Background: an optimization exercise with open tools, aiming at small area, a short achievable clock period and few clock cycles. Do not read the settings as production practice.
No activity file was given, so power comes from the tool's default toggle rates.

==> flow/design.v <==
`timescale 1ns / 1ps
module top(clk,rst,imem_addr,imem_data,led,halted);
        input clk;
        input rst;
        output [0:7] imem_addr;
        input [0:31] imem_data;
        output [0:7] led;
        output halted;
        wire [31:0] ins = imem_data;
        wire [5:0] op  = ins[31:26];
        wire [4:0] rs  = ins[25:21];
        wire [4:0] rt  = ins[20:16];
        wire [4:0] rd  = ins[15:11];
        wire [7:0] imm = ins[7:0];
        wire [5:0] fn  = ins[5:0];
        reg  [7:0] R [0:31];
        reg  [7:0] pc;
        reg  [7:0] x_a, x_b;           
        reg  [7:0] x_alt;              
        reg  [4:0] x_dst;
        reg        x_we, x_lw, x_slt, x_w2, x_br, x_bne, x_pt, x_jal;
        wire [7:0] sum = x_a + x_b;
        reg [7:0] rom;
        always @(*) begin
                case (sum)
                8'd0: rom = 8'b10011100;
                8'd1: rom = 8'b10001111;
                8'd2: rom = 8'b01110000;
                8'd3: rom = 8'b00111011;
                8'd4: rom = 8'b00100000;
                8'd5: rom = 8'b01010000;
                8'd6: rom = 8'b00000111;
                8'd7: rom = 8'b00001000;
                8'd8: rom = 8'b00001001;
                8'd9: rom = 8'b00001010;
                8'd10: rom = 8'b00000110;
                default: rom = 8'b00000000;
                endcase
        end
        wire lt = $signed(x_a) < $signed(x_b);
        wire [7:0] res = x_lw  ? rom :
                         x_slt ? {7'b0, lt} :
                         x_jal ? x_alt : sum;
        wire eq = (x_a == x_b);
        wire miss = x_br & (eq ^ x_bne ^ x_pt);
        wire stop = (pc >= 8'd14);
        wire d_lw   = op[5];                           
        wire d_addi = op[3];                           
        wire d_jal  = op[1] & ~op[5];                  
        wire d_br   = op[2];                           
        wire d_bne  = op[2] & op[0];                   
        wire d_r    = ~(op[5] | op[3] | op[2] | op[1]);  
        wire d_jr   = d_r & ~fn[5];                    
        wire d_slt  = d_r & fn[5] & fn[1];             
        wire d_we   = d_lw | d_addi | d_jal | (d_r & fn[5]);
        wire [4:0] d_dst = d_r ? rd : d_jal ? 5'd31 : rt;
        wire d_imm  = d_lw | d_addi;
        wire d_pt   = imm[7];                          
        wire fwd_a  = x_we & (x_dst == rs);
        wire fwd_b  = x_we & (x_dst == rt);
        wire fwd_31 = x_we & (x_dst == 5'd31);
        wire [7:0] rf_a = R[rs];
        wire [7:0] rf_b = R[rt];
        wire [7:0] d_a = fwd_a ? res : rf_a;
        wire [7:0] d_b = fwd_b ? res : rf_b;
        wire [7:0] r31 = fwd_31 ? res : R[31];
        wire [7:0] pc1 = pc + 8'd1;
        wire [7:0] pci = pc + imm;
        wire [7:0] npc = d_jr ? r31 : d_jal ? imm : (d_br & d_pt) ? pci : pc1;
        assign imem_addr = pc;
        assign halted = stop & ~x_br & ~x_w2;
        assign led = R[2];
        always @(posedge clk) begin
                if (rst | miss | stop) begin
                        x_we  <= 1'b0;
                        x_lw  <= 1'b0;
                        x_slt <= 1'b0;
                        x_w2  <= 1'b0;
                        x_br  <= 1'b0;
                        x_jal <= 1'b0;
                        if (rst) pc <= 8'd12;
                        else if (miss) pc <= x_alt;
                end
                else begin
                        x_we  <= d_we;
                        x_lw  <= d_lw;
                        x_slt <= d_slt;
                        x_w2  <= d_we & (d_dst == 5'd2);
                        x_br  <= d_br;
                        x_jal <= d_jal;
                        pc    <= npc;
                end
                x_bne <= d_bne;
                x_pt  <= d_pt;
                x_alt <= (d_pt | d_jal) ? pc1 : pci;
                x_dst <= d_dst;
                x_a   <= d_a;
                x_b   <= d_imm ? imm : d_b;
        end
        wire [7:0] wd = rst ? 8'd0 : res;
        genvar k;
        generate
                for (k = 0; k < 32; k = k + 1) begin : g_rf
                        always @(posedge clk)
                                if (rst | (x_we & (x_dst == k)))
                                        R[k] <= wd;
                end
        endgenerate
endmodule
Settings: LEC_CHECK=0, CAP_MARGIN=10, CORE_MARGIN=2, CORE_UTILIZATION=40, CTS_CLUSTER_DIAMETER=80, CTS_CLUSTER_SIZE=20, SETUP_SLACK_MARGIN=4.0, SLEW_MARGIN=10, BUFFER_PORTS_ARGS=-buffer_cell sky130_fd_sc_hd__buf_2; clock period 7.0 ns.
standard.sh (not shown) runs the stock make flow with config.mk's settings and CLKGATE_MAP_FILE= SYNTH_SCRIPT=/design/flow/synth_recipe.tcl, a recipe that flattens the netlist after the stock synthesis.
==> flow/flow/run.sh <==
#!/bin/bash
# Standard layout (the standard.sh, standard synthesis), with the port
# buffers made of buf_2 cells instead of buffer_ports' default choice.
set -euo pipefail
echo 'export BUFFER_PORTS_ARGS = -buffer_cell sky130_fd_sc_hd__buf_2' >> config.mk
bash standard.sh > standard.log 2>&1
Edit:
--- a/flow/design.v
+++ b/flow/design.v
@@ -18,7 +18,8 @@
         reg  [7:0] x_a, x_b;           
         reg  [7:0] x_alt;              
         reg  [4:0] x_dst;
-        reg        x_we, x_lw, x_slt, x_w2, x_br, x_bne, x_pt, x_jal;
+        reg        x_we, x_lw, x_slt, x_w2, x_br, x_bne, x_pt, x_alt_end;
+        reg        stop, hq;
         wire [7:0] sum = x_a + x_b;
         reg [7:0] rom;
         always @(*) begin
@@ -39,11 +40,9 @@
         end
         wire lt = $signed(x_a) < $signed(x_b);
         wire [7:0] res = x_lw  ? rom :
-                         x_slt ? {7'b0, lt} :
-                         x_jal ? x_alt : sum;
+                         x_slt ? {7'b0, lt} : sum;
         wire eq = (x_a == x_b);
         wire miss = x_br & (eq ^ x_bne ^ x_pt);
-        wire stop = (pc >= 8'd14);
         wire d_lw   = op[5];                           
         wire d_addi = op[3];                           
         wire d_jal  = op[1] & ~op[5];                  
@@ -67,17 +66,25 @@
         wire [7:0] pc1 = pc + 8'd1;
         wire [7:0] pci = pc + imm;
         wire [7:0] npc = d_jr ? r31 : d_jal ? imm : (d_br & d_pt) ? pci : pc1;
+        wire [7:0] alt = d_pt ? pc1 : pci;
+        wire npc_end = d_jr ? (r31 >= 8'd14) : d_jal ? (imm >= 8'd14) :
+                       (d_br & d_pt) ? (pci >= 8'd14) : (pc1 >= 8'd14);
+        wire kill = rst | miss | stop;
+        wire stop_n = rst ? 1'b0 : miss ? x_alt_end : stop ? 1'b1 : npc_end;
+        wire br_n = ~kill & d_br;
+        wire w2_n = ~kill & d_we & (d_dst == 5'd2);
         assign imem_addr = pc;
-        assign halted = stop & ~x_br & ~x_w2;
+        assign halted = hq;
         assign led = R[2];
         always @(posedge clk) begin
-                if (rst | miss | stop) begin
+                stop <= stop_n;
+                hq   <= stop_n & ~br_n & ~w2_n;
+                if (kill) begin
                         x_we  <= 1'b0;
                         x_lw  <= 1'b0;
                         x_slt <= 1'b0;
                         x_w2  <= 1'b0;
                         x_br  <= 1'b0;
-                        x_jal <= 1'b0;
                         if (rst) pc <= 8'd12;
                         else if (miss) pc <= x_alt;
                 end
@@ -85,17 +92,17 @@
                         x_we  <= d_we;
                         x_lw  <= d_lw;
                         x_slt <= d_slt;
-                        x_w2  <= d_we & (d_dst == 5'd2);
-                        x_br  <= d_br;
-                        x_jal <= d_jal;
+                        x_w2  <= w2_n;
+                        x_br  <= br_n;
                         pc    <= npc;
                 end
                 x_bne <= d_bne;
                 x_pt  <= d_pt;
-                x_alt <= (d_pt | d_jal) ? pc1 : pci;
+                x_alt <= alt;
+                x_alt_end <= (alt >= 8'd14);
                 x_dst <= d_dst;
-                x_a   <= d_a;
-                x_b   <= d_imm ? imm : d_b;
+                x_a   <= d_jal ? pc1 : d_a;
+                x_b   <= d_imm ? imm : d_jal ? 8'd0 : d_b;
         end
         wire [7:0] wd = rst ? 8'd0 : res;
         genvar k;
The new run completed without violations.
First-iteration DRC count decreases by 3.2%.
Routed wire length shrinks by 0.52%.
Design area went up by 8.8%.
Maximum frequency came out lower by 1.4%.
Cell count increases by 7.5%.
Combinational power barely changes.
Global-route usage decreases by 1.7 points.
Total power went down by 1.5%.
Clock-buffer cell count fell by 4.
Register-to-register slack is worse by 0.16 ns.
Synthesized cell count climbs by 3.9%.
Via count goes up by 4.3%.
Sequential share of layout area shrinks by 3.7 points.
No run of this note included a check of the RTL's function; only the layout flow was run.

==> separate check: timing with driven ports <==
No port has a modelled driver above. Below, the same layouts with a new extraction and two added sets of constraints.
Step 1 assumes that a clkbuf_16 drives the clock port and a buf_2 every other input.
Step 2 also shifts input and output timing later by t, the mid clock arrival at the registers, as if the neighbouring blocks saw the same clock.
a / b / c = no drivers / after step 1 / after step 2; a / b = the first two.
| run | shift t [ns] | slack for setup (ns) | worst setup path at the end | latest minus earliest clock arrival (ns) | slew at the worst register clock pin (ns) |
|---|---|---|---|---|---|
| the first run | 0.591 | 3.915 / 3.862 / 3.310 | input to register | 0.025 / 0.025 | 0.09 / 0.09 |
| the second run | 0.607 | 3.872 / 3.837 / 3.230 | input to register | 0.039 / 0.038 | 0.10 / 0.10 |
After both steps setup and hold are still met in every run listed. The setup slack of the second run, which loses most, moves by -0.035 ns with the drivers and by -0.642 ns with both steps.
